Background: an optimization exercise with open tools, aiming at small area and a short achievable clock period. Do not read the settings as production practice. In this exercise RTL edits were held to simulation tests only and were not proved equivalent to the original.

## flow/design.v (module list and top-level ports; edited modules follow where they fit)
// module diverge_pipe: 1167 lines
// module diverge_tail: 449 lines
// module fractal: 175 lines
module fractal(
input Clk_100M, reset,
input [15:0]startX,  
input [15:0]startY,
input [15:0]stepX,  
input [15:0]stepY,
output [7:0] divOut,
output [18:0] addr_w,
output wire display,
output wire wea
    );
  // ...
==> flow/flow/run.sh <==
#!/bin/bash
# Layout flow: the standard flow (standard.sh) with one change to synthesis.
# Yosys's synth normally runs "abc -fast" before ORFS extracts full adders
# (extract_fa); abc restructures the adder trees first, and the adders it
# leaves are found with mixed polarities, which puts an inverter between many
# pairs of full-adder cells. Here the adders are extracted before "abc -fast".
# Everything else (registers, flattening, renaming, the rest of ORFS) is the
# standard flow.
set -euo pipefail
cd "$(dirname "$0")/.."
{
  cat <<'TCL'
proc synth {args} {
  if {[lsearch -exact $args "fine:"] >= 0} {
    yosys synth -nofsm -noshare -noabc {*}$args
    yosys extract_fa
    yosys abc -fast
    yosys opt -fast
  } else {
    yosys synth -nofsm -noshare {*}$args
  }
}
TCL
  tail -n +2 synth_recipe.tcl
} > flow/fa_synth.tcl
sed "s#$PWD/synth_recipe.tcl#$PWD/flow/fa_synth.tcl#g" standard.sh > flow/fa_standard.sh
grep -q fa_synth.tcl flow/fa_standard.sh
bash flow/fa_standard.sh > flow_make.log 2>&1
==> flow/standard.sh <==
#!/bin/bash
# synth_recipe.tcl (not shown) runs the flow's synth.tcl, then flattens the netlist and writes it again
# the make line also repeats each setting of config.mk as NAME=value (left out here)
make -C /OpenROAD-flow-scripts/flow DESIGN_CONFIG=/design/flow/config.mk WORK_HOME=/design/flow/orfs CLKGATE_MAP_FILE= SYNTH_SCRIPT=/design/flow/synth_recipe.tcl "${@:-finish}"
==> flow/config.mk <==
export PLATFORM = sky130hd
export DESIGN_NAME = fractal
export DESIGN_NICKNAME = fractal
export VERILOG_FILES = /design/flow/design.v
export SDC_FILE = /design/flow/constraint.sdc
export NUM_CORES = 4
export LEC_CHECK = 0
export CAP_MARGIN = 20
export CORE_MARGIN = 2
export CORE_UTILIZATION = 45
export SETUP_SLACK_MARGIN = 5.0
export SLEW_MARGIN = 20
==> flow/constraint.sdc <==
create_clock -name core_clock -period 11.0 [get_ports {Clk_100M}]
set_input_delay 2.2000 -clock core_clock [delete_from_list [all_inputs] [get_ports {Clk_100M}]]
set_output_delay 2.2000 -clock core_clock [all_outputs]
set_load 0.01 [all_outputs]
==> reports/summary.txt, run 1 <==
status: timing/DRC/antenna clean
global-route wire length before repair: 162,000 um
Worst Tran Pin Value: 1.12 ns
sequential fraction of total cell area: 0.163
Antenna Nets Post-Route: 0
unrepaired setup endpoints after global routing: yes
worst r2r dst: tEsc$_DFFE_PP_
Critical Path AT: 6.21 ns
seq_cells: 307
multi-input gate share of the layout cell area: 0.687
commonest non-fill, non-tap cell in the layout: fa_1
f_max: 169 MHz
mux cell area share after synthesis: 0.0126
Max Root-Sink Buffers: 3
Initial Util: 0.453
met2 routed WL: 49,400 um
most frequent cells in the layout: 558 x fa_1, 458 x nor2_1, 387 x inv_1
Hold Path Origin: resIdx[2]$_DFFE_PN_
Core Box Area: 81,700 um2
min cycle time layout: 5.91 ns
CP max FO: 8
CP top delay family: adder cells
CTS buffer count: 38
area of the multi-input gates: 28,700 um2
CTS Root Cell: clkbuf_16
Post-CTS Repair Setup Buffers: 65
vias in the first global route: 28,525
R2R depth: 20
pin count of the biggest net entering global routing: 93
routability congestion estimate: 0.929
worst slack, placed: 4.31 ns
sequential area share after synthesis: 0.179
Slew HR: 0.248
CTS tree: done
Ports: 95
most common cell in the synthesized netlist: fa_1
CP Class: register to register
Final non-clock buffer share: 0.0445
number of nets in the layout: 5,021
Layout Cells excl Fill: 5,155
GRT Total Usage: 0.246
==> inputs of run 2 (changes only) <==
--- a/flow/config.mk
+++ b/flow/config.mk
@@ -8,5 +8,5 @@
 export CAP_MARGIN = 20
 export CORE_MARGIN = 2
-export CORE_UTILIZATION = 45
+export CORE_UTILIZATION = 60
 export SETUP_SLACK_MARGIN = 5.0
 export SLEW_MARGIN = 20
==> run 2 against run 1 <==
  * Still clean on timing, DRC and antenna
  * Non-clock buffer count is the same
  * Final cell count down 5.3%
  * Register-to-register slack worse by 0.05 ns
  * Clock skew grew 0.010 ns
  * Critical path depth fell by 4
  * Critical path type unchanged
  * Critical endpoint unchanged
==> reports/summary.txt, run 2 <==
Top reg by flops: acc (unchanged)
simple-gate area share of the yosys netlist: 0.172 (unchanged)
main combinational cell family by area after synthesis: adder cells (unchanged)
fin worst setup slack: 5.04 ns (was 5.09 ns)
Antenna Nets Post-Route: 0 (unchanged)
Warnings, synthesis: 1 (unchanged)
later-pin clock latency in the skew report: 0.59 ns (was 0.58 ns)
r2r setup slk: 5.04 ns (was 5.09 ns)
WHS Endpoint: outIdx[2]$_DFFE_PP_ (unchanged)
number of synthesized register bits: 307 (unchanged)
crit share post-route: 0.542 (was 0.538)
Worst Tran Pin Value: 1.11 ns (was 1.12 ns)
number of nets in the layout: 5,022 (was 5,021)
status: timing/DRC/antenna clean (unchanged)
Startpoint Class: register (unchanged)
sequential area share after synthesis: 0.179 (unchanged)
mux cell area share after synthesis: 0.0126 (unchanged)
XOR/XNOR Fraction of Synth Area: 0.0497 (unchanged)
compound-gate portion of the synthesized area: 0.102 (unchanged)
Syn Inst Count: 3,946 (unchanged)
Core Box Area: 61,400 um2 (was 81,700 um2)
Max Root-Sink Buffers: 3 (unchanged)
f_max: 168 MHz (was 169 MHz)
initial antenna violation count: 7 (was 0)
Layout Skew: 0.0346 ns (was 0.0244 ns)
endpoints failing setup: 0 (unchanged)
Area contributors post-synth: fa_1 32%, dfxtp_1 14%, ha_1 10% (unchanged)
CTS tree: done (unchanged)
input/output buffers: 90 (unchanged)
worst r2r dst: tEsc$_DFFE_PP_ (unchanged)
via/cell ratio: 5.86 (was 5.38)
cell accounting for the most synthesized area: fa_1 (unchanged)
share of the synthesized area in the top cell type: 0.325 (unchanged)
WHS: 0.434 ns (was 0.417 ns)
Netlist Area Pre-Place: 37,000 um2 (unchanged)
worst slack, placed: 4.16 ns (was 4.31 ns)
CP max FO: 8 (unchanged)
clock slew at reported path FFs: 0.06 ns (was 0.07 ns)
Area Overhead vs Synth: 12.5% (was 12.9%)
max FFs per register: 28 (unchanged)
die area: 63,600 um2 (was 84,500 um2)
global-route wire length before repair: 169,000 um (was 162,000 um)
critical path data required time: 11.31 ns (was 11.30 ns)
final core occ: 0.678 (was 0.511)
DRC: 0 (unchanged)
Layout Cells excl Fill: 4,880 (was 5,155)
Max Slew Vio Count: 0 (unchanged)
Fillers: 4,906 (was 7,693)
Std-Cell Rows: 91 (was 105)
Worst Hold Path Cells: 0 (unchanged)
Critical Path AT: 6.28 ns (was 6.21 ns)
most common cell in the synthesized netlist: fa_1 (unchanged)
Distinct cells, synth: 93 (unchanged)
min cycle time layout: 5.96 ns (was 5.91 ns)
Hold Path Origin: resIdx[2]$_DFFE_PN_ (unchanged)
share of cells above drive strength 1: 0.114 (was 0.109)
CP Class: register to register (unchanged)
EDFF count, synth: 47 (unchanged)
vias: 28,575 (was 27,723)
most frequent cells in the layout: 557 x fa_1, 456 x nor2_1, 390 x inv_1 (was 558 x fa_1, 458 x nor2_1, 387 x inv_1)
Syn Area/Cell: 9.37 um2 (unchanged)
Post-synth top flop: dfxtp_1 (unchanged)
GRT Total Usage: 0.345 (was 0.246)
die height: 252 um (was 291 um)
unrepaired setup endpoints after global routing: yes (unchanged)
Sum Neg Setup Slack: 0 ns (unchanged)
pin count of the biggest net entering global routing: 73 (was 93)
Top Registers: acc (28), currAddr (19) (unchanged)
Post-Route WL: 107,000 um (was 103,000 um)
R2R depth: 16 (was 20)
RR Startpoint: mx[9]$_DFF_P_ (was my[6]$_DFF_P_)
grt total ovfl: 0 (unchanged)
Worst setup EP type: register (unchanged)
die width: 252 um (was 291 um)
Max Cap Viol: 0 (unchanged)
CTS buffer count: 39 (was 38)
DR WL/cell: 22.0 um (was 19.9 um)
CTS Root Cell: clkbuf_16 (unchanged)
initial drt markers: 2,270 (was 1,813)
async set-reset flop share out of synthesis: 0 (unchanged)
commonest non-fill, non-tap cell in the layout: fa_1 (unchanged)
routability congestion estimate: 1.00 (was 0.929)
Initial Util: 0.603 (was 0.453)
DP Wirelength: 83,800 um (was 80,700 um)
Pre-antenna DRT Iters: 6 (unchanged)
post-synthesis adder-cell area fraction: 0.426 (unchanged)
Ports: 95 (unchanged)
Slew HR: 0.256 (was 0.248)
Final Hold Viols: 0 (unchanged)
worst hold-check path type: register to register (unchanged)
Sink Count: 307 (unchanged)
Post-synth top cells: 600 x fa_1, 469 x nor2_1, 407 x inv_1 (unchanged)
CTS HTree Levels: 2 (unchanged)
dpl cells: 4,706 (was 4,991)
vias in the first global route: 29,703 (was 28,525)
## run 2: changes by cell type in the layout (fill, tap and decap cells not counted), moves of 4 or more
| cell | previous run | this run |
|---|---|---|
| xnor2_1 | 138 | 134 |
| dfxtp_2 | 13 | 18 |
| clkinv_4 | 5 | 10 |
| inv_8 | 6 | 0 |
| a21oi_2 | 6 | 10 |
| diode_2 | 0 | 4 |
| dfxtp_1 | 198 | 193 |
## run 2: logic make-up (layout without fill, tap and decap cells)
logic type / after synthesis / count (layout)
flip-flops: 307 / 307
AO/OA/AOI/OAI: 575 / 575
multiplexers: 45 / 45
adder cells (fa/ha/maj): 899 / 899
AND/OR/NAND/NOR: 1339 / 1339
other: 2 / 8
buffers and inverters: 570 / 708
XOR/XNOR: 209 / 209
## run 2: final cells by class
type                            instances  area, um2  share of cell area
Sequential cell                       307       6820               0.164
Clock inverter                         21        330             0.00794
Clock buffer                           49       1060              0.0256
Timing Repair Buffer                  211       1880              0.0451
Tap cell                              790        988              0.0238
Inverter                              427       1690              0.0407
Multi-Input combinational cell       3071      28800               0.693
Antenna cell                            4       10.0            0.000241
## run 2: critical path, cell delays in order (launching register included)
cell	delay [ns]
dfxtp_4	0.39
and2_1	0.18
fa_1	0.57
fa_1	0.45
fa_1	0.55
fa_1	0.46
buf_4	0.17
fa_1	0.43
fa_1	0.48
ha_1	0.34
nand3_2	0.08
or4_4	0.54
a31o_1	0.22
a21oi_2	0.22
o21ai_2	0.10
a2111oi_4	0.38
o311ai_1	0.13
## run 2: worst max-delay path by stage
| stage | startpoint | end | slack (ns) | cells after the start |
|---|---|---|---|---|
| global route | mx[9]$_DFF_P_ | tEsc$_DFFE_PP_ | 4.89 | 17 |
| floorplan | my[13]$_DFF_P_ | dIn[12]$_DFF_P_ | 5.01 | 21 |
| CTS | my[0]$_DFF_P_ | tEsc$_DFFE_PP_ | 5.00 | 21 |
| global placement | my[12]$_DFF_P_ | mx[6]$_DFF_P_ | 3.91 | 19 |
| finish | mx[9]$_DFF_P_ | tEsc$_DFFE_PP_ | 5.04 | 16 |
| detailed placement | my[3]$_DFF_P_ | pxn[11]$_DFF_P_ | 4.16 | 20 |
## run 2: stage by stage
stage | area (um2)
finish | 41600
global route | 41600
CTS | 40800
detailed placement | 38500
global placement | 38500
floorplan | 37000
## run 2: per-layer routing
layer | up-vias | GRT usage | wire length, um
met5 | - | 0 | 30
met4 | 4 | 0.130 | 4460
met3 | 220 | 0.0579 | 7690
met2 | 999 | 0.556 | 50200
met1 | 14323 | 0.471 | 45100
li1 | 13029 | - | -
## run 2: timing repair
action | CTS | global route
setup endpoints to repair | 74 | 55
gates resized for setup | 184 | 115
gates cloned | 0 | 0
pin swaps | 51 | 58
buffers inserted | 58 | 42
hold buffers | 0 | 0
==> module fractal, before the edit <==
module fractal(
input Clk_100M, reset,
input [15:0]startX,  
input [15:0]startY,
input [15:0]stepX,  
input [15:0]stepY,
output [7:0] divOut,
output [18:0] addr_w,
output wire display,
output wire wea
    );
reg [2:0]  cc;
reg [9:0]  colCount;
reg [8:0]  rowCount;
reg        tempGo;
reg [15:0] xRegTemp;      
reg [15:0] yRegTemp;      
reg [15:0] sX, sY;        
reg [15:0] xReg1;         
reg [15:0] yReg1;
reg [18:0] currAddr;
wire load = (cc == 3'd5);
reg [1:0] colBits, rowBits;
always @(*) begin
	case (cc[1:0])
		2'd0:    begin colBits = colCount[3:2]; rowBits = rowCount[3:2]; end
		2'd1:    begin colBits = colCount[5:4]; rowBits = rowCount[5:4]; end
		2'd2:    begin colBits = colCount[7:6]; rowBits = rowCount[7:6]; end
		default: begin colBits = colCount[9:8]; rowBits = {1'b0, rowCount[8]}; end
	endcase
end
wire [15:0] newX = startX + xRegTemp;
wire [15:0] newY = startY + yRegTemp;
always @(posedge Clk_100M) begin
	if (reset) begin
		cc       <= 3'd0;
		colCount <= 10'h3ff;
		rowCount <= 9'd0;
		tempGo   <= 1'b0;
		xRegTemp <= 16'd0;
		yRegTemp <= 16'd0;
		xReg1    <= 16'd0;
		yReg1    <= 16'd0;
		currAddr <= 19'd0;
	end else begin
		cc <= load ? 3'd0 : cc + 3'd1;
		if (load) begin
			xReg1    <= newX;
			yReg1    <= newY;
			xRegTemp <= stepX * colCount[1:0];
			yRegTemp <= stepY * rowCount[1:0];
			currAddr <= (colCount == 10'd0 && rowCount == 9'd0) ? 19'd0 : currAddr + 19'd1;
			if (colCount == 10'd639)
				tempGo <= 1'b1;
		end else if (!cc[2]) begin
			xRegTemp <= xRegTemp + sX * colBits;
			yRegTemp <= yRegTemp + sY * rowBits;
		end
		if (cc == 3'd4) begin
			if (colCount == 10'd639) begin
				colCount <= 10'd0;
				rowCount <= (rowCount == 9'd479) ? 9'd0 : rowCount + 9'd1;
			end else begin
				colCount <= colCount + 10'd1;
			end
		end
	end
end
always @(posedge Clk_100M) begin
	if (reset) begin
		sX <= 16'd0;
		sY <= 16'd0;
	end else begin
		sX <= load ? {stepX[13:0], 2'b00} : {sX[13:0], 2'b00};
		sY <= load ? {stepY[13:0], 2'b00} : {sY[13:0], 2'b00};
	end
end
assign addr_w  = currAddr;
assign display = tempGo;
assign wea     = 1'b1;
function inrange;
	input [15:0] v;
	inrange = (v[15:13] == 3'b000) | (v[15:13] == 3'b111) | (v == 16'h2000);
endfunction
reg [15:0] mx, my;
reg [14:0] pxn, pyn;      
reg        mEsc;          
reg [2:0]  mIdx;          
wire        uBig;
wire [15:0] unx, uny;
diverge_pipe step(.X(mx[14:0]), .Y(my[14:0]), .Xp(~pxn), .Yp(~pyn), .cx(xReg1), .cy(yReg1),
	.big(uBig), .nx(unx), .ny(uny));
wire        uOut = uBig | ~inrange(mx) | ~inrange(my);
always @(posedge Clk_100M) begin
	if (load) begin
		mx   <= newX;
		my   <= newY;
		pxn  <= ~newX[14:0];
		pyn  <= ~newY[14:0];
		mEsc <= 1'b0;
	end else begin
		mx   <= unx;
		my   <= uny;
		pxn  <= ~unx[14:0];
		pyn  <= ~uny[14:0];
		mEsc <= mEsc | uOut;
		if (!mEsc) mIdx <= cc;
	end
end
reg [15:0] cxT, cyT;      
reg [15:0] dIn;
reg [15:0] tA;            
reg [27:0] acc;
reg        tEsc;
reg [2:0]  tIdx;
reg        resEsc;
reg [2:0]  resIdx;
reg        outEsc;
reg [2:0]  outIdx;
reg        accOn;         
reg        selX;          
reg        selU;          
always @(posedge Clk_100M) begin
	accOn <= (cc == 3'd0) | (cc == 3'd3);
	selX  <= (cc == 3'd0);
	selU  <= (cc == 3'd1);
end
wire [15:0] sqIn  = {selU ? dIn[15] : dIn[14], dIn[14:0]};
wire [27:0] e1;
wire [15:0] e2;
diverge_tail tail(.a(sqIn), .acc1(accOn ? acc : 28'hbff_ffff), .acc2(acc),
	.c(selX ? cxT : cyT), .e1(e1), .e2(e2));
wire        tBig = ~e1[27];
always @(posedge Clk_100M) begin
	acc <= e1;
	dIn <= load ? unx : tA;
	if (load)
		tA <= uny;
	else if (cc == 3'd0)
		tA <= {dIn[14], dIn[14:0]} - {tA[14], tA[14:0]};
	else
		tA <= e2;
	if (load) begin
		cxT <= xReg1;
		cyT <= yReg1;
	end
	case (cc)
		3'd5: begin
			tEsc <= mEsc | uOut;
			tIdx <= mEsc ? mIdx : 3'd5;
		end
		3'd0: begin
			if (!tEsc) tIdx <= 3'd6;
			tEsc <= tEsc | ~inrange(dIn) | ~inrange(tA);
		end
		3'd1: begin
			tEsc <= tEsc | tBig;
		end
		3'd3: begin
			if (!tEsc) tIdx <= 3'd7;
			tEsc <= tEsc | ~inrange(dIn) | ~inrange(tA);
		end
		3'd4: begin
			resEsc <= tEsc | tBig;
			resIdx <= tIdx;
		end
		default: ;
	endcase
	if (cc == 3'd3) begin
		outEsc <= resEsc;
		outIdx <= resIdx;
	end
end
assign divOut = outEsc ? {5'd0, outIdx} : 8'd100;
endmodule
==> inputs of run 3 (changes only) <==
--- a/flow/design.v
+++ b/flow/design.v
@@ -1703,12 +1703,17 @@
 reg [15:0] mx, my;
 reg [14:0] pxn, pyn;      
-reg        mEsc;          
+reg        mAcc;          
+reg        eB;            
 reg [2:0]  mIdx;          
+reg        first;         
 wire        uBig;
 wire [15:0] unx, uny;
 diverge_pipe step(.X(mx[14:0]), .Y(my[14:0]), .Xp(~pxn), .Yp(~pyn), .cx(xReg1), .cy(yReg1),
 	.big(uBig), .nx(unx), .ny(uny));
-wire        uOut = uBig | ~inrange(mx) | ~inrange(my);
+wire        mEsc   = mAcc | (eB & ~first);           
+wire        mRange = ~inrange(mx) | ~inrange(my);     
 always @(posedge Clk_100M) begin
+	first <= load;
+	eB    <= uBig;
 	if (load) begin
 		mx   <= newX;
@@ -1716,5 +1721,5 @@
 		pxn  <= ~newX[14:0];
 		pyn  <= ~newY[14:0];
-		mEsc <= 1'b0;
+		mAcc <= 1'b0;
 	end else begin
 		mx   <= unx;
@@ -1722,5 +1727,5 @@
 		pxn  <= ~unx[14:0];
 		pyn  <= ~uny[14:0];
-		mEsc <= mEsc | uOut;
+		mAcc <= mEsc | mRange;
 		if (!mEsc) mIdx <= cc;
 	end
@@ -1730,6 +1735,7 @@
 reg [15:0] tA;            
 reg [27:0] acc;
-reg        tEsc;
+reg        tEsc;          
 reg [2:0]  tIdx;
+reg        bD;            
 reg        resEsc;
 reg [2:0]  resIdx;
@@ -1763,15 +1769,18 @@
 		cyT <= yReg1;
 	end
+	bD <= tBig;
 	case (cc)
 		3'd5: begin
-			tEsc <= mEsc | uOut;
-			tIdx <= mEsc ? mIdx : 3'd5;
+			tEsc   <= mEsc | mRange;
+			tIdx   <= mEsc ? mIdx : 3'd5;
+			resEsc <= tEsc | bD;
+			resIdx <= tIdx;
 		end
 		3'd0: begin
-			if (!tEsc) tIdx <= 3'd6;
-			tEsc <= tEsc | ~inrange(dIn) | ~inrange(tA);
+			if (!(tEsc | eB)) tIdx <= 3'd6;
+			tEsc <= tEsc | eB | ~inrange(dIn) | ~inrange(tA);
 		end
-		3'd1: begin
-			tEsc <= tEsc | tBig;
+		3'd2: begin
+			tEsc <= tEsc | bD;
 		end
 		3'd3: begin
@@ -1779,8 +1788,4 @@
 			tEsc <= tEsc | ~inrange(dIn) | ~inrange(tA);
 		end
-		3'd4: begin
-			resEsc <= tEsc | tBig;
-			resIdx <= tIdx;
-		end
 		default: ;
 	endcase
--- a/flow/config.mk
+++ b/flow/config.mk
@@ -8,5 +8,5 @@
 export CAP_MARGIN = 20
 export CORE_MARGIN = 2
-export CORE_UTILIZATION = 60
+export CORE_UTILIZATION = 45
 export SETUP_SLACK_MARGIN = 5.0
 export SLEW_MARGIN = 20
==> run 3 against run 2 <==
  * Register-to-register slack better by 0.03 ns
  * First-iteration DRC count is 19% lower
  * Sequential share of layout area grew 0.096 points
  * Largest cell class unchanged
==> reports/summary.txt, run 3 <==
fin worst setup slack: 5.07 ns (was 5.04 ns)
CP Class: register to register (unchanged)
Pre-antenna DRT Iters: 5 (was 6)
Worst Tran Pin Value: 1.01 ns (was 1.11 ns)
dpl cells: 4,973 (was 4,706)
Fillers: 7,358 (was 4,906)
clock slew at reported path FFs: 0.06 ns (about the same)
critical path data required time: 11.54 ns (was 11.31 ns)
via/cell ratio: 5.38 (was 5.86)
Syn Area/Cell: 9.35 um2 (was 9.37 um2)
most frequent cells in the layout: 578 x fa_1, 449 x nor2_1, 406 x inv_1 (was 557 x fa_1, 456 x nor2_1, 390 x inv_1)
CTS Root Cell: clkbuf_16 (unchanged)
Worst path max stage delay: 0.59 ns (was 0.57 ns)
Area Overhead vs Synth: 13.2% (was 12.5%)
ANT cells: 0 (was 4)
Top reg by flops: acc (unchanged)
most common cell in the synthesized netlist: fa_1 (unchanged)
die area: 84,100 um2 (was 63,600 um2)
unrepaired setup endpoints after global routing: yes (unchanged)
Slowest cell on crit path: fa_1 (unchanged)
Antenna Nets Post-Route: 0 (unchanged)
worst slack, placed: 4.21 ns (was 4.16 ns)
EDFF count, synth: 47 (unchanged)
async set-reset flop share out of synthesis: 0 (unchanged)
CTS buffer count: 41 (was 39)
initial antenna violation count: 0 (was 7)
Post-Route WL: 106,000 um (was 107,000 um)
Initial Util: 0.456 (was 0.603)
pin count of the biggest net entering global routing: 68 (was 73)
number of synthesized register bits: 310 (was 307)
crit share post-route: 0.539 (was 0.542)
Worst setup EP type: register (unchanged)
DR WL/cell: 20.6 um (was 22.0 um)
Warnings, synthesis: 1 (unchanged)
Critical Path AT: 6.47 ns (was 6.28 ns)
Critical Path, Cell by Cell: clkinv_8 -> nor2_2 -> fa_2 -> fa_1 -> fa_1 -> ha_4 -> inv_1 -> fa_1 -> inv_1 -> fa_1 -> inv_1 -> ha_4 -> a21oi_4 -> o21ai_1 -> o31a_1 -> a311oi_4 -> buf_4 -> xnor2_1 -> nand2_1 -> and2_1 -> inv_1 (was and2_1 -> fa_1 -> fa_1 -> fa_1 -> fa_1 -> buf_4 -> fa_1 -> fa_1 -> ha_1 -> nand3_2 -> or4_4 -> a31o_1 -> a21oi_2 -> o21ai_2 -> a2111oi_4 -> o311ai_1)
Core Box Area: 80,800 um2 (was 61,400 um2)
commonest non-fill, non-tap cell in the layout: fa_1 (unchanged)
Post-synth top cells: 600 x fa_1, 465 x nor2_1, 422 x inv_1 (was 600 x fa_1, 469 x nor2_1, 407 x inv_1)
die height: 290 um (was 252 um)
input/output buffers: 90 (unchanged)
share of cells above drive strength 1: 0.104 (was 0.114)
DRC: 0 (unchanged)
Area contributors post-synth: fa_1 33%, dfxtp_1 14%, ha_1 10% (was fa_1 32%, dfxtp_1 14%, ha_1 10%)
Slew HR: 0.322 (was 0.256)
Std-Cell Rows: 104 (was 91)
Final Hold Viols: 0 (unchanged)
worst hold-check path type: register to register (unchanged)
Sink Count: 310 (was 307)
later-pin clock latency in the skew report: 0.61 ns (was 0.59 ns)
Layout Skew: 0.0294 ns (was 0.0346 ns)
routability congestion estimate: 0.902 (was 1.00)
CP max FO: 9 (was 8)
cell accounting for the most synthesized area: fa_1 (unchanged)
Netlist Area Pre-Place: 36,800 um2 (was 37,000 um2)
share of the synthesized area in the top cell type: 0.326 (was 0.325)
number of nets in the layout: 5,007 (was 5,022)
Distinct cells, synth: 80 (was 93)
DP Wirelength: 83,300 um (was 83,800 um)
Layout Cells excl Fill: 5,135 (was 4,880)
Post-synth top flop: dfxtp_1 (unchanged)
Max Root-Sink Buffers: 3 (unchanged)
CTS HTree Levels: 2 (unchanged)
vias in the first global route: 28,759 (was 29,703)
endpoints failing setup: 0 (unchanged)
Max Cap Viol: 0 (unchanged)
Max Slew Vio Count: 0 (unchanged)
GRT Total Usage: 0.253 (was 0.345)
Sum Neg Setup Slack: 0 ns (unchanged)
max FFs per register: 28 (unchanged)
min cycle time layout: 5.93 ns (was 5.96 ns)
Syn Inst Count: 3,940 (was 3,946)
f_max: 169 MHz (was 168 MHz)
grt total ovfl: 0 (unchanged)
Top Registers: acc (28), currAddr (19) (unchanged)
initial drt markers: 1,846 (was 2,270)
global-route wire length before repair: 166,000 um (was 169,000 um)
hold-fix buffers at CTS: 0 (unchanged)
Ports: 95 (unchanged)
status: timing/DRC/antenna clean (unchanged)
CTS tree: done (unchanged)
sequential area share after synthesis: 0.181 (was 0.179)
Startpoint Class: register (unchanged)
vias: 27,630 (was 28,575)
die width: 290 um (was 252 um)
run 3: what timing repair did:
action                                 CTS  global route
buffers inserted                        54            32
endpoints found under the hold margin    0             0
setup endpoints to repair               72            47
resized for setup                      177           102
pin swaps                               26            44
run 3: cell families (layout without fill, tap and decap cells):
kind of cell	count (synthesis)	in the layout	synth area share
XOR/XNOR	205	205	0.0488
flip-flops	310	310	0.181
other	2	4	0.000204
AND/OR/NAND/NOR	1335	1335	0.171
adder cells (fa/ha/maj)	899	899	0.428
buffers and inverters	584	717	0.0601
AO/OA/AOI/OAI	563	563	0.0987
multiplexers	42	42	0.0119
run 3: metrics by stage:
step	hold slack (ns)	utilization	instance area, um2
2_1_floorplan	0.400	-	36900
3_3_place_gp	0.420	0.479	38700
3_5_place_dp	0.426	0.479	38700
4_1_cts	0.441	0.508	41100
5_1_grt	0.445	0.516	41700
6_report	0.439	0.516	41700
run 3: per-layer routing:
metal,wire [um],vias to the layer above,global-route usage
li1,-,12952,-
met1,45700,13804,0.337
met2,51500,739,0.432
met3,5430,135,0.0365
met4,3020,0,0.0702
met5,0,-,0
run 3: final timing paths:
check,from,endpoint,slack [ns],depth (start not counted)
setup / recovery,my[11]$_DFF_P_,mx[6]$_DFF_P_,5.07,21
hold / removal,resEsc$_DFFE_PP_,outEsc$_DFFE_PP_,0.44,0
setup reg to reg,my[11]$_DFF_P_,mx[6]$_DFF_P_,5.07,21
hold reg to reg,resEsc$_DFFE_PP_,outEsc$_DFFE_PP_,0.44,0
run 3: final cells by class:
class	instances	area [um2]	share of cell area
repair buffers	203	1770	0.0425
multi-input cells	3048	28500	0.684
inverters	438	1780	0.0426
well taps	1060	1330	0.0318
flip-flops and latches	310	6880	0.165
clock inverters	21	277	0.00664
clock buffers	55	1140	0.0273
run 3: critical path, delay by kind of cell (launching register included):
kind	cells	cell delay (ns)
AND/OR/NAND/NOR	3	0.60
AO/OA/AOI/OAI	4	0.91
buffers and inverters	6	0.63
adder cells (fa/ha/maj)	7	3.19
XOR/XNOR	1	0.14
flip-flops	1	0.38
==> inputs of run 4 (changes only) <==
==> flow/flow/run.sh (replaced) <==
#!/bin/bash
set -euo pipefail
MARGIN=6.5
cd "$(dirname "$0")/.."
{
  cat <<'TCL'
proc synth {args} {
  if {[lsearch -exact $args "fine:"] >= 0} {
    yosys synth -nofsm -noshare -noabc {*}$args
    yosys extract_fa
    yosys abc -fast
    yosys opt -fast
  } else {
    yosys synth -nofsm -noshare {*}$args
  }
}
TCL
  tail -n +2 synth_recipe.tcl
} > flow/fa_synth.tcl
sed -e "s#$PWD/synth_recipe.tcl#$PWD/flow/fa_synth.tcl#g" \
    -e "s#SETUP_SLACK_MARGIN=[0-9.]*#SETUP_SLACK_MARGIN=$MARGIN#" standard.sh > flow/fa_standard.sh
grep -q fa_synth.tcl flow/fa_standard.sh
grep -q "SETUP_SLACK_MARGIN=$MARGIN" flow/fa_standard.sh
bash flow/fa_standard.sh > flow_make.log 2>&1
==> run 4 against run 3 <==
  * Flip-flop and latch count stayed put
  * Maximum frequency grew 1.8%
  * First-iteration DRC count fell by 19%
  * Critical path depth rose by 4
  * Clock skew grew 0.0046 ns
  * Global-route usage increased by 0.13 points
  * Design area increased by 5.4%
  * Core utilization rose by 2.8 points
  * Register-to-register slack improved by 0.11 ns
  * Synthesized area unchanged
  * Largest cell class unchanged
  * Highest routed layer is now met5
==> reports/summary.txt, run 4 <==
Distinct cells, synth: 80 (unchanged)
CTS HTree Levels: 2 (unchanged)
Netlist Area Pre-Place: 36,800 um2 (unchanged)
die area: 84,100 um2 (unchanged)
CTS Root Cell: clkbuf_16 (unchanged)
DRC: 0 (unchanged)
WL met3: 5250 um (was 5430 um)
Worst path most repeated cell: fa_1
CP max FO: 6 (was 9)
share of cells above drive strength 1: 0.189 (was 0.104)
initial antenna violation count: 1 (was 0)
share of the synthesized area in the top cell type: 0.326 (unchanged)
Layout Skew: 0.0340 ns (was 0.0294 ns)
met2 routed WL: 54,300 um (was 51,500 um)
Area after DPL: 39,600 um2 (was 38,700 um2)
min cycle time layout: 5.82 ns (was 5.93 ns)
Top reg by flops: acc (unchanged)
Sink Count: 310 (unchanged)
Post-synth top flop: dfxtp_1 (unchanged)
CTS buffer count: 40 (was 41)
crit path buf inv count: 7 (was 6)
later-pin clock latency in the skew report: 0.59 ns (was 0.61 ns)
number of nets in the layout: 5,075 (was 5,007)
Std-Cell Rows: 104 (unchanged)
vias in the first global route: 29,059 (was 28,759)
Layout Cells excl Fill: 5,202 (was 5,135)
initial drt markers: 1,498 (was 1,846)
Pre-antenna DRT Iters: 5 (unchanged)
Startpoint Class: register (unchanged)
Syn Inst Count: 3,940 (unchanged)
crit share post-route: 0.530 (was 0.539)
Antenna Nets Post-Route: 0 (unchanged)
Metal-1 WL: 45,200 um (was 45,700 um)
GRT Total Usage: 0.255 (was 0.253)
CTS tree: done (unchanged)
Final Hold Viols: 0 (unchanged)
Critical Path AT: 6.27 ns (was 6.47 ns)
Max Slew Vio Count: 0 (unchanged)
endpoints failing setup: 0 (unchanged)
most common cell in the synthesized netlist: fa_1 (unchanged)
CP top delay family: adder cells (unchanged)
input/output buffers: 90 (unchanged)
Slew HR: 0.209 (was 0.322)
Area contributors post-synth: fa_1 33%, dfxtp_1 14%, ha_1 10% (unchanged)
Worst path max stage delay: 0.55 ns (was 0.59 ns)
EDFF count, synth: 47 (unchanged)
status: timing/DRC/antenna clean (unchanged)
Initial Util: 0.456 (unchanged)
global-route wire length before repair: 167,000 um (was 166,000 um)
number of synthesized register bits: 310 (unchanged)
die width: 290 um (unchanged)
critical path data required time: 11.44 ns (was 11.54 ns)
async set-reset flop share out of synthesis: 0 (unchanged)
Syn Area/Cell: 9.35 um2 (unchanged)
Top Registers: acc (28), currAddr (19) (unchanged)
top sig layer: met5 (was met4)
Max Root-Sink Buffers: 3 (unchanged)
cell accounting for the most synthesized area: fa_1 (unchanged)
DP Wirelength: 82,200 um (was 83,300 um)
Sum Neg Setup Slack: 0 ns (unchanged)
Worst Tran Pin Value: 1.18 ns (was 1.01 ns)
Post-Route WL: 108,000 um (was 106,000 um)
pin count of the biggest net entering global routing: 91 (was 68)
Area Overhead vs Synth: 19.2% (was 13.2%)
Worst setup EP type: register (unchanged)
post-route design area: 43,900 um2 (was 41,700 um2)
Post-synth top cells: 600 x fa_1, 465 x nor2_1, 422 x inv_1 (unchanged)
Warnings, synthesis: 1 (unchanged)
Slowest cell on crit path: fa_1 (unchanged)
worst slack, placed: 4.73 ns (was 4.21 ns)
Ports: 95 (unchanged)
via/cell ratio: 5.39 (was 5.38)
unrepaired setup endpoints after global routing: yes (unchanged)
grt total ovfl: 0 (unchanged)
Core Box Area: 80,800 um2 (unchanged)
dpl cells: 4,960 (was 4,973)
die height: 290 um (unchanged)
commonest non-fill, non-tap cell in the layout: fa_1 (unchanged)
worst hold-check path type: register to register (unchanged)
most frequent cells in the layout: 517 x fa_1, 427 x nor2_1, 386 x inv_1 (was 578 x fa_1, 449 x nor2_1, 406 x inv_1)
clock slew at reported path FFs: 0.06 ns (about the same)
CP Class: register to register (unchanged)
DR WL/cell: 20.7 um (was 20.6 um)
f_max: 172 MHz (was 169 MHz)
routability congestion estimate: 0.892 (was 0.902)
max FFs per register: 28 (unchanged)
Max Cap Viol: 0 (unchanged)
vias: 28,026 (was 27,630)
fin worst setup slack: 5.18 ns (was 5.07 ns)
sequential area share after synthesis: 0.181 (unchanged)
==> run 4: changes by cell type in the layout (fill, tap and decap cells not counted), sizes merged <==
| cell | before | now |
|---|---|---|
| dlymetal6s2s | 0 | 5 |
| clkinv | 20 | 24 |
| dlygate4sd2 | 0 | 2 |
| clkbuf | 55 | 52 |
| inv | 427 | 428 |
| clkdlybuf4s50 | 89 | 77 |
| clkdlybuf4s15 | 0 | 2 |
| diode | 0 | 1 |
| clkinvlp | 9 | 8 |
| buf | 114 | 181 |
| bufinv | 3 | 4 |
==> run 4: logic make-up after synthesis <==
logic type      share of synthesized area
fa+ha+maj                           0.428
mux                                0.0119
flops                               0.181
simple gates                        0.171
xor+xnor                           0.0488
buf+inv                            0.0601
other cells                      0.000204
compound gates                     0.0987
==> run 4: per-layer routing <==
metal,up-vias,global-route usage
li1,13087,-
met5,-,0
met3,130,0.0273
met4,2,0.0650
met2,682,0.450
met1,14125,0.334
==> run 4: path summary, 6_finish.rpt <==
check	slack [ns]	from	cells past startpoint	end
worst max-delay path	5.18	my[0]$_DFF_P_	25	dIn[11]$_DFF_P_
worst min-delay path	0.42	resIdx[1]$_DFFE_PP_	0	outIdx[1]$_DFFE_PP_
worst max register to register	5.18	my[0]$_DFF_P_	25	dIn[11]$_DFF_P_
worst min register to register	0.42	resIdx[1]$_DFFE_PP_	0	outIdx[1]$_DFFE_PP_
==> run 4: layout make-up <==
cell class,instances,area [um2]
antenna,1,2.50
clock buffer,47,1050
clock inverter,26,302
fill,7213,36900
inverter,438,1810
multi-input combinational,3048,30000
sequential,310,6930
tap,1060,1330
timing repair buffer,272,2460
==> run 4: what timing repair did <==
action | 4_1_cts | 5_1_grt
endpoints found under the hold margin | 0 | 0
hold buffers | 0 | 0
pin swaps | 86 | 136
buffers inserted | 88 | 78
gates cloned | 0 | 2
gates resized for setup | 270 | 183
endpoints found under the setup margin | 132 | 129
==> run 4: through the flow <==
| stage | util | hold WS (ns) |
|---|---|---|
| after global routing | 0.543 | 0.434 |
| final | 0.543 | 0.425 |
| after detailed placement | 0.490 | 0.412 |
| after global placement | 0.490 | 0.410 |
| after CTS | 0.527 | 0.425 |
| after floorplan | - | 0.400 |
==> inputs of run 5 (changes only) <==
--- a/flow/design.v
+++ b/flow/design.v
@@ -1641,8 +1641,9 @@
 reg [1:0] colBits, rowBits;
 always @(*) begin
-	case (cc[1:0])
-		2'd0:    begin colBits = colCount[3:2]; rowBits = rowCount[3:2]; end
-		2'd1:    begin colBits = colCount[5:4]; rowBits = rowCount[5:4]; end
-		2'd2:    begin colBits = colCount[7:6]; rowBits = rowCount[7:6]; end
+	case (cc)
+		3'd0:    begin colBits = colCount[1:0]; rowBits = rowCount[1:0]; end
+		3'd1:    begin colBits = colCount[3:2]; rowBits = rowCount[3:2]; end
+		3'd2:    begin colBits = colCount[5:4]; rowBits = rowCount[5:4]; end
+		3'd3:    begin colBits = colCount[7:6]; rowBits = rowCount[7:6]; end
 		default: begin colBits = colCount[9:8]; rowBits = {1'b0, rowCount[8]}; end
 	endcase
@@ -1666,10 +1667,10 @@
 			xReg1    <= newX;
 			yReg1    <= newY;
-			xRegTemp <= stepX * colCount[1:0];
-			yRegTemp <= stepY * rowCount[1:0];
+			xRegTemp <= 16'd0;
+			yRegTemp <= 16'd0;
 			currAddr <= (colCount == 10'd0 && rowCount == 9'd0) ? 19'd0 : currAddr + 19'd1;
 			if (colCount == 10'd639)
 				tempGo <= 1'b1;
-		end else if (!cc[2]) begin
+		end else begin
 			xRegTemp <= xRegTemp + sX * colBits;
 			yRegTemp <= yRegTemp + sY * rowBits;
@@ -1690,6 +1691,6 @@
 		sY <= 16'd0;
 	end else begin
-		sX <= load ? {stepX[13:0], 2'b00} : {sX[13:0], 2'b00};
-		sY <= load ? {stepY[13:0], 2'b00} : {sY[13:0], 2'b00};
+		sX <= load ? stepX : {sX[13:0], 2'b00};
+		sY <= load ? stepY : {sY[13:0], 2'b00};
 	end
 end
--- a/flow/flow/run.sh
+++ b/flow/flow/run.sh
@@ -1,5 +1,5 @@
 #!/bin/bash
 set -euo pipefail
-MARGIN=6.5
+MARGIN=5.5
 cd "$(dirname "$0")/.."
 {
==> run 5 against run 4 <==
  * Flip-flop and latch count is 4 higher
  * Critical path type unchanged
  * Largest cell class unchanged
  * Setup slack got worse by 0.20 ns
  * Register-to-register slack lost 0.20 ns
==> reports/summary.txt, run 5 <==
max FFs per register: 28 (unchanged)
Std-Cell Rows: 103 (was 104)
Post-Route WL: 98,500 um (was 108,000 um)
Antenna Nets Post-Route: 0 (unchanged)
DP Wirelength: 76,200 um (was 82,200 um)
CP max FO: 5 (was 6)
async set-reset flop share out of synthesis: 0 (unchanged)
DR WL/cell: 19.8 um (was 20.7 um)
die area: 81,200 um2 (was 84,100 um2)
Startpoint Class: register (unchanged)
Syn Inst Count: 3,723 (was 3,940)
die width: 285 um (was 290 um)
initial drt markers: 1,502 (was 1,498)
WHS Endpoint: outEsc$_DFFE_PN_ (was outIdx[1]$_DFFE_PP_)
f_max: 166 MHz (was 172 MHz)
Initial Util: 0.452 (was 0.456)
Worst Hold Path Cells: 0 (unchanged)
most common cell in the synthesized netlist: fa_1 (unchanged)
RR Startpoint: my[0]$_DFF_P_ (unchanged)
Worst path max stage delay: 0.56 ns (was 0.55 ns)
CTS Root Cell: clkbuf_16 (unchanged)
Ports: 95 (unchanged)
global-route wire length before repair: 154,000 um (was 167,000 um)
Max Slew Vio Count: 0 (unchanged)
Worst setup EP type: register (unchanged)
worst hold-check path type: register to register (unchanged)
Hold Path Origin: resEsc$_DFFE_PP_ (was resIdx[1]$_DFFE_PP_)
endpoints failing setup: 0 (unchanged)
Layout Cells excl Fill: 4,977 (was 5,202)
Max Cap Viol: 0 (unchanged)
ANT cells: 0 (was 1)
cell accounting for the most synthesized area: fa_1 (unchanged)
dpl cells: 4,758 (was 4,960)
CP Class: register to register (unchanged)
Layout Skew: 0.0274 ns (was 0.0340 ns)
initial antenna violation count: 1 (unchanged)
vias: 26,528 (was 28,026)
clock slew at reported path FFs: 0.06 ns (about the same)
via/cell ratio: 5.33 (was 5.39)
unrepaired setup endpoints after global routing: yes (unchanged)
number of synthesized register bits: 314 (was 310)
Distinct cells, synth: 88 (was 80)
CTS HTree Levels: 2 (unchanged)
grt total ovfl: 0 (unchanged)
hold-fix buffers at CTS: 0 (unchanged)
sequential area share after synthesis: 0.190 (was 0.181)
critical path data required time: 11.47 ns (was 11.44 ns)
Final Hold Viols: 0 (unchanged)
Fillers: 7,226 (was 7,213)
number of nets in the layout: 4,838 (was 5,075)
share of cells above drive strength 1: 0.154 (was 0.189)
Pre-antenna DRT Iters: 5 (unchanged)
pin count of the biggest net entering global routing: 115 (was 91)
Warnings, synthesis: 1 (unchanged)
routability congestion estimate: 0.888 (was 0.892)
Area Overhead vs Synth: 17.2% (was 19.2%)
EDFF count, synth: 47 (unchanged)
min cycle time layout: 6.02 ns (was 5.82 ns)
Top Registers: acc (28), currAddr (19) (unchanged)
Max Root-Sink Buffers: 3 (unchanged)
Sum Neg Setup Slack: 0 ns (unchanged)
commonest non-fill, non-tap cell in the layout: fa_1 (unchanged)
Syn Area/Cell: 9.55 um2 (was 9.35 um2)
Slew HR: 0.308 (was 0.209)
later-pin clock latency in the skew report: 0.60 ns (was 0.59 ns)
Post-synth top cells: 602 x fa_1, 453 x nor2_1, 384 x inv_1 (was 600 x fa_1, 465 x nor2_1, 422 x inv_1)
CTS buffer count: 41 (was 40)
crit share post-route: 0.547 (was 0.530)
Top reg by flops: acc (unchanged)
CTS tree: done (unchanged)
Core Box Area: 78,600 um2 (was 80,800 um2)
Critical Path AT: 6.50 ns (was 6.27 ns)
die height: 285 um (was 290 um)
share of the synthesized area in the top cell type: 0.339 (was 0.326)
Post-synth top flop: dfxtp_1 (unchanged)
input/output buffers: 90 (unchanged)
status: timing/DRC/antenna clean (unchanged)
Sink Count: 314 (was 310)
Slowest cell on crit path: fa_1 (unchanged)
Netlist Area Pre-Place: 35,500 um2 (was 36,800 um2)
GRT Total Usage: 0.244 (was 0.255)
vias in the first global route: 27,408 (was 29,059)
Worst path most repeated cell: inv_2 (was fa_1)
DRC: 0 (unchanged)
Worst Tran Pin Value: 1.04 ns (was 1.18 ns)
worst r2r dst: mx[11]$_DFF_P_ (was dIn[11]$_DFF_P_)
r2r setup slk: 4.98 ns (was 5.18 ns)
Area contributors post-synth: fa_1 34%, dfxtp_1 15%, ha_1 9.7% (was fa_1 33%, dfxtp_1 14%, ha_1 10%)
R2R depth: 26 (was 25)
most frequent cells in the layout: 553 x fa_1, 429 x nor2_1, 355 x inv_1 (was 517 x fa_1, 427 x nor2_1, 386 x inv_1)
## run 5: cell types whose count changed after synthesis, moves of 11 or more
cell	change
nor2_1	-12
nor3_1	-11
inv_1	-38
ha_1	-23
a21o_1	-15
o21ai_0	-39
and2_1	-30
xnor2_1	-36
a21oi_1	-33
a211oi_1	-20
nor2b_1	+11
clkbuf_1	-15
o21a_1	+11
## run 5: what timing repair did
item	CTS	global route
buffers inserted	81	61
resized for setup	226	220
pin swaps	55	151
setup endpoints to repair	101	94
gates cloned	1	0
## run 5: routing by layer
layer	vias to the layer above	share of wire	track usage
met5	-	0	0
li1	12315	-	-
met2	715	0.49	0.416
met1	13361	0.43	0.326
met3	137	0.050	0.0282
met4	0	0.035	0.0775
## run 5: cell families after synthesis
family	count (synthesis)	share of synthesized area
adder cells (fa/ha/maj)	878	0.436
AND/OR/NAND/NOR	1308	0.175
buffers and inverters	533	0.0569
AO/OA/AOI/OAI	481	0.0888
XOR/XNOR	174	0.0429
other	2	0.000211
flip-flops	314	0.190
multiplexers	33	0.00975
## run 5: layout make-up
cell class                 instances  area, um2  area share
sequential                       314       6990       0.168
tap                             1050       1310      0.0315
clock buffer                      57       1150      0.0275
timing repair buffer             255       2340      0.0562
clock inverter                    19        246     0.00592
inverter                         403       1660      0.0398
timing repair inverter             1       5.00    0.000120
multi-input combinational       2878      28000       0.671
## run 5: through the flow
step                 util  hold WS [ns]  instance area (um2)  setup slack, ns
floorplan               -         0.400                35800             5.46
global placement    0.478         0.402                37600             3.96
detailed placement  0.478         0.409                37600             3.95
CTS                 0.513         0.419                40400             5.04
global route        0.530         0.423                41700             4.81
finish              0.530         0.417                41700             4.98
## run 5: critical path, delay by kind of cell, from the launching register on
kind / cells / cell delay (ns)
AOI/OAI and AO/OA: 4 / 0.93
xor gates and xnor gates: 1 / 0.18
adders and majority gates: 8 / 3.02
buffers and inverters: 8 / 0.71
DFF: 1 / 0.37
and+or+nand+nor: 5 / 0.71
## run 5: worst max path at each step
stage | from | end | slack [ns] | cells past startpoint
after detailed placement | my[0]$_DFF_P_ | mx[9]$_DFF_P_ | 3.95 | 24
after CTS | my[0]$_DFF_P_ | dIn[9]$_DFF_P_ | 5.04 | 25
after global routing | my[0]$_DFF_P_ | mx[11]$_DFF_P_ | 4.81 | 26
after global placement | my[0]$_DFF_P_ | mx[9]$_DFF_P_ | 3.96 | 24
final | my[0]$_DFF_P_ | mx[11]$_DFF_P_ | 4.98 | 26
after floorplan | my[1]$_DFF_P_ | mx[14]$_DFF_P_ | 5.46 | 21
==> inputs of run 6 (changes only) <==
--- a/flow/flow/run.sh
+++ b/flow/flow/run.sh
@@ -1,5 +1,5 @@
 #!/bin/bash
 set -euo pipefail
-MARGIN=5.5
+MARGIN=4.5
 cd "$(dirname "$0")/.."
 {
==> run 6 against run 5 <==
  * Clock skew rose by 0.012 ns
  * Hold slack improved by 0.012 ns
  * Synthesized cell count did not move
  * Sequential share of layout area rose by 0.68 points
  * Synthesized area did not move
  * Flip-flop and latch count did not move
==> reports/summary.txt, run 6 <==
max FFs per register: 28 (unchanged)
number of synthesized register bits: 314 (unchanged)
async set-reset flop share out of synthesis: 0 (unchanged)
CTS HTree Levels: 2 (unchanged)
share of the synthesized area in the top cell type: 0.339 (unchanged)
Top Registers: acc (28), currAddr (19) (unchanged)
critical path data required time: 11.47 ns (about the same)
CTS buffer count: 41 (unchanged)
CP Class: register to register (unchanged)
Worst Tran Pin Value: 1.11 ns (was 1.04 ns)
EDFF count, synth: 47 (unchanged)
Max Slew Vio Count: 0 (unchanged)
die width: 285 um (unchanged)
DR WL/cell: 19.6 um (was 19.8 um)
crit share post-route: 0.568 (was 0.547)
input/output buffers: 90 (unchanged)
Critical Path AT: 6.72 ns (was 6.50 ns)
most frequent cells in the layout: 602 x fa_1, 453 x nor2_1, 381 x inv_1 (was 553 x fa_1, 429 x nor2_1, 355 x inv_1)
CTS tree: done (unchanged)
Syn Area/Cell: 9.55 um2 (unchanged)
clock slew at reported path FFs: 0.07 ns (was 0.06 ns)
Post-Route WL: 95,000 um (was 98,500 um)
Netlist Area Pre-Place: 35,500 um2 (unchanged)
Area contributors post-synth: fa_1 34%, dfxtp_1 15%, ha_1 9.7% (unchanged)
Slew HR: 0.258 (was 0.308)
Worst Hold Path Cells: 0 (unchanged)
routability congestion estimate: 0.927 (was 0.888)
later-pin clock latency in the skew report: 0.61 ns (was 0.60 ns)
grt total ovfl: 0 (unchanged)
sequential area share after synthesis: 0.190 (unchanged)
Startpoint Class: register (unchanged)
Distinct cells, synth: 88 (unchanged)
main combinational cell family by area after synthesis: adder cells (unchanged)
number of nets in the layout: 4,702 (was 4,838)
Std-Cell Rows: 103 (unchanged)
worst slack, placed: 4.23 ns (was 3.95 ns)
Warnings, synthesis: 1 (unchanged)
Pre-antenna DRT Iters: 6 (was 5)
post-synthesis adder-cell area fraction: 0.436 (unchanged)
unrepaired setup endpoints after global routing: yes (unchanged)
DP Wirelength: 76,300 um (was 76,200 um)
final core occ: 0.497 (was 0.530)
status: timing/DRC/antenna clean (unchanged)
Post-synth top cells: 602 x fa_1, 453 x nor2_1, 384 x inv_1 (unchanged)
Area Overhead vs Synth: 9.86% (was 17.2%)
die area: 81,200 um2 (unchanged)
DRC: 0 (unchanged)
compound-gate portion of the synthesized area: 0.0888 (unchanged)
global-route wire length before repair: 151,000 um (was 154,000 um)
r2r setup slk: 4.75 ns (was 4.98 ns)
Sink Count: 314 (unchanged)
initial antenna violation count: 3 (was 1)
pin count of the biggest net entering global routing: 66 (was 115)
Hold Path Origin: tIdx[2]$_DFFE_PP_ (was resEsc$_DFFE_PP_)
commonest non-fill, non-tap cell in the layout: fa_1 (unchanged)
Post-synth top flop: dfxtp_1 (unchanged)
Layout Skew: 0.0397 ns (was 0.0274 ns)
mux cell area share after synthesis: 0.00975 (unchanged)
R2R depth: 24 (was 26)
Fillers: 7,470 (was 7,226)
CTS Root Cell: clkbuf_16 (unchanged)
hold-fix buffers at CTS: 0 (unchanged)
share of cells above drive strength 1: 0.0607 (was 0.154)
simple-gate area share of the yosys netlist: 0.175 (unchanged)
die height: 285 um (unchanged)
vias: 25,655 (was 26,528)
Syn Inst Count: 3,723 (unchanged)
Max Cap Viol: 0 (unchanged)
initial drt markers: 1,447 (was 1,502)
Ports: 95 (unchanged)
cell accounting for the most synthesized area: fa_1 (unchanged)
CP max FO: 7 (was 5)
Core Box Area: 78,600 um2 (unchanged)
endpoints failing setup: 0 (unchanged)
GRT Total Usage: 0.240 (was 0.244)
via/cell ratio: 5.30 (was 5.33)
Max Root-Sink Buffers: 3 (unchanged)
area of the multi-input gates: 26,800 um2 (was 28,000 um2)
most common cell in the synthesized netlist: fa_1 (unchanged)
Final Hold Viols: 0 (unchanged)
WHS Endpoint: resIdx[2]$_DFFE_PP_ (was outEsc$_DFFE_PN_)
Worst setup EP type: register (unchanged)
worst hold-check path type: register to register (unchanged)
Initial Util: 0.452 (unchanged)
Reg area: 6820 um2 (was 6990 um2)
fin worst setup slack: 4.75 ns (was 4.98 ns)
Top reg by flops: acc (unchanged)
f_max: 160 MHz (was 166 MHz)
XOR/XNOR Fraction of Synth Area: 0.0429 (unchanged)
Sum Neg Setup Slack: 0 ns (unchanged)
Antenna Nets Post-Route: 0 (unchanged)
worst r2r dst: mx[14]$_DFF_P_ (was mx[11]$_DFF_P_)
vias in the first global route: 27,189 (was 27,408)
RR Startpoint: my[0]$_DFF_P_ (unchanged)
min cycle time layout: 6.25 ns (was 6.02 ns)
-- run 6: cells by family after synthesis --
group,after synthesis
buffers and inverters,533
AO/OA/AOI/OAI,481
multiplexers,33
flip-flops,314
AND/OR/NAND/NOR,1308
adder cells (fa/ha/maj),878
other,2
XOR/XNOR,174
-- run 6: worst max-delay path by stage --
stage	from	to	slack, ns	cells past startpoint
2_1_floorplan	my[8]$_DFF_P_	mx[14]$_DFF_P_	4.90	25
4_1_cts	my[7]$_DFF_P_	pxn[13]$_DFF_P_	4.49	23
3_3_place_gp	my[8]$_DFF_P_	pxn[13]$_DFF_P_	4.41	24
5_1_grt	my[5]$_DFF_P_	mx[14]$_DFF_P_	4.49	20
3_5_place_dp	my[8]$_DFF_P_	pxn[13]$_DFF_P_	4.23	24
6_report	my[0]$_DFF_P_	mx[14]$_DFF_P_	4.75	24
-- run 6: cell type report --
type,count,share of cell area
inverters,403,0.0399
clock inverters,18,0.00449
repair buffers,120,0.0287
multi-input cells,2878,0.687
flip-flops and latches,314,0.175
diodes,2,0.000128
clock buffers,58,0.0310
well taps,1050,0.0336
-- run 6: what timing repair did --
item                                   4_1_cts  5_1_grt
setup buffers                                0        7
endpoints found under the hold margin        0        0
resized for setup                           13       60
setup endpoints to repair                   23       42
pin swaps                                    0        5
cloned                                       0        0
-- run 6: routing by layer --
metal / routed length (um) / track usage / vias to the layer above / part of all wire
li1: - / - / 12037 / -
met1: 40900 / 0.320 / 12800 / 0.43
met2: 45700 / 0.402 / 660 / 0.48
met3: 4810 / 0.0323 / 156 / 0.051
met4: 3540 / 0.0866 / 2 / 0.037
met5: 10 / 0 / - / 0.00011
-- run 6: metrics by stage --
step	instances	hold WS [ns]	cell area, um2
after floorplan	3725	0.400	35500
after global placement	4758	0.417	37400
after detailed placement	4758	0.421	37400
after CTS	4834	0.437	38800
after global routing	4841	0.446	39000
final	4843	0.429	39000
-- run 6: worst max-delay path, cell delays in order (launching register included) --
cell and delay (ns):
dfxtp_4 0.40, clkinvlp_4 0.16, nor2_1 0.17, fa_1 0.19, inv_1 0.05, fa_1 0.36
inv_1 0.09, fa_1 0.44, fa_1 0.54, ha_4 0.30, inv_1 0.05, fa_1 0.52
inv_1 0.08, fa_1 0.59, inv_1 0.06, ha_1 0.35, a21o_1 0.19, nor3_1 0.11
o21ai_0 0.14, a31oi_2 0.31, a21oi_4 0.12, o211a_1 0.29, nor3_4 0.18, mux2i_1 0.12
or3_1 0.35
==> inputs of run 7 (changes only) <==
==> flow/flow/run.sh (replaced) <==
#!/bin/bash
# Layout flow: the standard flow (standard.sh) with one change to synthesis.
# Yosys's synth normally runs "abc -fast" before ORFS extracts full adders
# (extract_fa); abc restructures the adder trees first, and the adders it
# leaves are found with mixed polarities, which puts an inverter between many
# pairs of full-adder cells. Here the adders are extracted before "abc -fast".
# Everything else (registers, flattening, renaming, the rest of ORFS) is the
# standard flow.
set -euo pipefail
cd "$(dirname "$0")/.."
{
  cat <<'TCL'
proc synth {args} {
  if {[lsearch -exact $args "fine:"] >= 0} {
    yosys synth -nofsm -noshare -noabc {*}$args
    yosys extract_fa
    yosys abc -fast
    yosys opt -fast
  } else {
    yosys synth -nofsm -noshare {*}$args
  }
}
TCL
  tail -n +2 synth_recipe.tcl
} > flow/fa_synth.tcl
sed "s#$PWD/synth_recipe.tcl#$PWD/flow/fa_synth.tcl#g" standard.sh > flow/fa_standard.sh
grep -q fa_synth.tcl flow/fa_standard.sh
bash flow/fa_standard.sh > flow_make.log 2>&1
==> run 7 against run 6 <==
  * Sequential share of layout area decreased by 0.10 points
  * First-iteration DRC count increased by 5.5%
  * Synthesized cell count unchanged
  * Via count increased by 0.94%
  * Die area is the same
  * Highest routed layer is now met4
  * Maximum frequency increased by 4.8%
==> reports/summary.txt, run 7 <==
status: timing/DRC/antenna clean (unchanged)
Metal-1 WL: 41,800 um (was 40,900 um)
Std-Cell Rows: 103 (unchanged)
CP Class: register to register (unchanged)
routability congestion estimate: 0.907 (was 0.927)
Ports: 95 (unchanged)
Layout Skew: 0.0333 ns (was 0.0397 ns)
Fillers: 7,389 (was 7,470)
number of nets in the layout: 4,742 (was 4,702)
die area: 81,200 um2 (unchanged)
CP max FO: 6 (was 7)
CTS tree: done (unchanged)
DR WL/cell: 19.6 um (about the same)
global-route wire length before repair: 151,000 um (about the same)
CTS Root Cell: clkbuf_16 (unchanged)
Area after DPL: 37,500 um2 (was 37,400 um2)
cell accounting for the most synthesized area: fa_1 (unchanged)
ANT cells: 0 (was 2)
R2R depth: 22 (was 24)
sequential area share after synthesis: 0.190 (unchanged)
endpoints failing setup: 0 (unchanged)
WL met3: 4910 um (was 4810 um)
number of synthesized register bits: 314 (unchanged)
Post-synth top cells: 602 x fa_1, 453 x nor2_1, 384 x inv_1 (unchanged)
initial antenna violation count: 2 (was 3)
r2r setup slk: 5.03 ns (was 4.75 ns)
Top Registers: acc (28), currAddr (19) (unchanged)
Final Hold Viols: 0 (unchanged)
top sig layer: met4 (was met5)
initial drt markers: 1,526 (was 1,447)
RR Startpoint: my[0]$_DFF_P_ (unchanged)
Worst path most repeated cell: fa_1 (unchanged)
Distinct cells, synth: 88 (unchanged)
Slowest cell on crit path: fa_1 (unchanged)
post-route design area: 40,000 um2 (was 39,000 um2)
Pre-antenna DRT Iters: 5 (was 6)
die width: 285 um (unchanged)
met2 routed WL: 45,500 um (was 45,700 um)
min cycle time layout: 5.97 ns (was 6.25 ns)
crit path buf inv count: 5 (was 6)
grt total ovfl: 0 (unchanged)
share of cells above drive strength 1: 0.0956 (was 0.0607)
Startpoint Class: register (unchanged)
Sum Neg Setup Slack: 0 ns (unchanged)
commonest non-fill, non-tap cell in the layout: fa_1 (unchanged)
pin count of the biggest net entering global routing: 107 (was 66)
Critical Path AT: 6.45 ns (was 6.72 ns)
most frequent cells in the layout: 592 x fa_1, 439 x nor2_1, 369 x inv_1 (was 602 x fa_1, 453 x nor2_1, 381 x inv_1)
vias: 25,897 (was 25,655)
Area contributors post-synth: fa_1 34%, dfxtp_1 15%, ha_1 9.7% (unchanged)
later-pin clock latency in the skew report: 0.60 ns (was 0.61 ns)
Area Overhead vs Synth: 12.4% (was 9.86%)
most common cell in the synthesized netlist: fa_1 (unchanged)
worst hold-check path type: register to register (unchanged)
Sink Count: 314 (unchanged)
Slew HR: 0.304 (was 0.258)
worst r2r dst: mx[14]$_DFF_P_ (unchanged)
EDFF count, synth: 47 (unchanged)
share of the synthesized area in the top cell type: 0.339 (unchanged)
Core Box Area: 78,600 um2 (unchanged)
GRT Total Usage: 0.238 (was 0.240)
Syn Inst Count: 3,723 (unchanged)
Antenna Nets Post-Route: 0 (unchanged)
CTS buffer count: 41 (unchanged)
Warnings, synthesis: 1 (unchanged)
async set-reset flop share out of synthesis: 0 (unchanged)
crit share post-route: 0.542 (was 0.568)
Post-synth top flop: dfxtp_1 (unchanged)
DRC: 0 (unchanged)
clock slew at reported path FFs: 0.06 ns (was 0.07 ns)
Initial Util: 0.452 (unchanged)
input/output buffers: 90 (unchanged)
Max Slew Vio Count: 0 (unchanged)
unrepaired setup endpoints after global routing: yes (unchanged)
Max Root-Sink Buffers: 3 (unchanged)
Worst path max stage delay: 0.59 ns (about the same)
WP depth: 22 (was 24)
Worst Tran Pin Value: 1.04 ns (was 1.11 ns)
DP Wirelength: 75,900 um (was 76,300 um)
Hold Path Origin: resIdx[0]$_DFFE_PP_ (was tIdx[2]$_DFFE_PP_)
Critical Path, Cell by Cell: clkinvlp_4 -> buf_4 -> nor2_2 -> fa_1 -> fa_1 -> fa_1 -> ha_4 -> inv_2 -> fa_1 -> inv_2 -> fa_1 -> inv_2 -> ha_4 -> a21o_1 -> nor3_2 -> o21ai_1 -> a31oi_2 -> a21oi_4 -> o211a_4 -> nor3_4 -> mux2i_2 -> or3_1 (was clkinvlp_4 -> nor2_1 -> fa_1 -> inv_1 -> fa_1 -> inv_1 -> fa_1 -> fa_1 -> ha_4 -> inv_1 -> fa_1 -> inv_1 -> fa_1 -> inv_1 -> ha_1 -> a21o_1 -> nor3_1 -> o21ai_0 -> a31oi_2 -> a21oi_4 -> o211a_1 -> nor3_4 -> mux2i_1 -> or3_1)
Worst Hold Path Cells: 0 (unchanged)
Top reg by flops: acc (unchanged)
die height: 285 um (unchanged)
WHS Endpoint: outIdx[0]$_DFFE_PN_ (was resIdx[2]$_DFFE_PP_)
Post-Route WL: 95,600 um (was 95,000 um)
vias in the first global route: 26,879 (was 27,189)
CTS HTree Levels: 2 (unchanged)
Netlist Area Pre-Place: 35,500 um2 (unchanged)
Max Cap Viol: 0 (unchanged)
max FFs per register: 28 (unchanged)
Worst setup EP type: register (unchanged)
f_max: 168 MHz (was 160 MHz)
CP top delay family: adder cells (unchanged)
hold-fix buffers at CTS: 0 (unchanged)
Syn Area/Cell: 9.55 um2 (unchanged)
via/cell ratio: 5.31 (was 5.30)
critical path data required time: 11.49 ns (was 11.47 ns)
-- run 7: cell counts after synthesis --
No cell type changed its count.
-- run 7: area by class of cell --
type,instances,area [um2],area share
Inverter,403,1610,0.0403
Multi-Input combinational cell,2878,27200,0.681
Clock buffer,59,1200,0.0299
Timing Repair Buffer,159,1430,0.0359
Timing Repair inverter,1,5.00,0.000125
Sequential cell,314,6940,0.174
Tap cell,1050,1310,0.0329
Clock inverter,16,243,0.00607
-- run 7: repair_timing --
action / CTS / global route
pin swaps: 15 / 37
cloned: 1 / 0
buffers inserted: 15 / 30
gates resized for setup: 119 / 121
setup endpoints to repair: 85 / 78
-- run 7: routing by layer --
| layer | vias up | track usage |
|---|---|---|
| met1 | 12919 | 0.324 |
| li1 | 12112 | - |
| met2 | 712 | 0.398 |
| met3 | 154 | 0.0318 |
| met4 | 0 | 0.0715 |
| met5 | - | 0 |
-- run 7: worst max-delay path by stage --
stage,start,end,slack [ns]
after floorplan,my[1]$_DFF_P_,mx[14]$_DFF_P_,5.01
after global placement,my[11]$_DFF_P_,pxn[13]$_DFF_P_,4.45
after detailed placement,my[3]$_DFF_P_,mx[15]$_DFF_P_,4.28
after CTS,my[7]$_DFF_P_,dIn[11]$_DFF_P_,5.01
after global routing,my[0]$_DFF_P_,mx[14]$_DFF_P_,4.82
final,my[0]$_DFF_P_,mx[14]$_DFF_P_,5.03
-- run 7: cell families (layout without fill, tap and decap cells) --
family | after synthesis | count (layout) | share of synthesized area
AND/OR/NAND/NOR | 1308 | 1308 | 0.175
adder cells (fa/ha/maj) | 878 | 878 | 0.436
buffers and inverters | 533 | 638 | 0.0569
AO/OA/AOI/OAI | 481 | 481 | 0.0888
flip-flops | 314 | 314 | 0.190
XOR/XNOR | 174 | 174 | 0.0429
multiplexers | 33 | 33 | 0.00975
other | 2 | 4 | 0.000211
-- run 7: worst register-to-register path, cell delays in order (launching register included) --
cell	delay [ns]
dfxtp_4	0.36
clkinvlp_4	0.16
buf_4	0.18
nor2_2	0.09
fa_1	0.47
fa_1	0.49
fa_1	0.53
ha_4	0.30
inv_2	0.04
fa_1	0.54
inv_2	0.06
fa_1	0.59
inv_2	0.06
ha_4	0.26
a21o_1	0.18
nor3_2	0.10
o21ai_1	0.10
a31oi_2	0.28
a21oi_4	0.13
o211a_4	0.29
nor3_4	0.23
mux2i_2	0.11
or3_1	0.30
-- run 7: through the flow --
stage	utilization	hold slack [ns]	std cells	worst slack (ns)
floorplan	-	0.400	3725	5.01
global route	0.508	0.435	4880	4.82
detailed placement	0.476	0.418	4759	4.28
global placement	0.476	0.413	4759	4.45
CTS	0.500	0.422	4850	5.01
finish	0.508	0.419	4880	5.03

separate check: timing with driven ports:
No port has a modelled driver above. Below, the same layouts with a new extraction and two added sets of constraints.
Step 1 (the two cells are an assumption about what drives the block):
set clk [get_ports {Clk_100M}]
set_driving_cell -lib_cell sky130_fd_sc_hd__clkbuf_16 $clk
set_driving_cell -lib_cell sky130_fd_sc_hd__buf_2 [delete_from_list [all_inputs] $clk]
Step 2 also shifts input and output timing later by t, the mid clock arrival at the registers, as if the neighbouring blocks saw the same clock.
a / b / c = no drivers / after step 1 / after step 2; a / b = the first two.
run | t, ns | setup WS [ns] | worst hold slack (ns) | worst data-port slew with drivers (ns)
run 1 | 0.636 | 5.087 / 5.087 / 5.087 | 0.417 / 0.417 / 0.417 | 0.12
run 2 | 0.633 | 5.039 / 5.039 / 5.039 | 0.434 / 0.434 / 0.434 | 0.11
run 3 | 0.666 | 5.070 / 5.070 / 5.070 | 0.439 / 0.439 / 0.439 | 0.11
run 4 | 0.643 | 5.175 / 5.175 / 5.175 | 0.425 / 0.425 / 0.425 | 0.08
run 5 | 0.654 | 4.979 / 4.979 / 4.979 | 0.417 / 0.417 / 0.417 | 0.05
run 6 | 0.654 | 4.750 / 4.750 / 4.750 | 0.429 / 0.429 / 0.429 | 0.05
run 7 | 0.655 | 5.034 / 5.034 / 5.034 | 0.419 / 0.419 / 0.419 | 0.06
After both steps setup and hold are still met in every run listed.
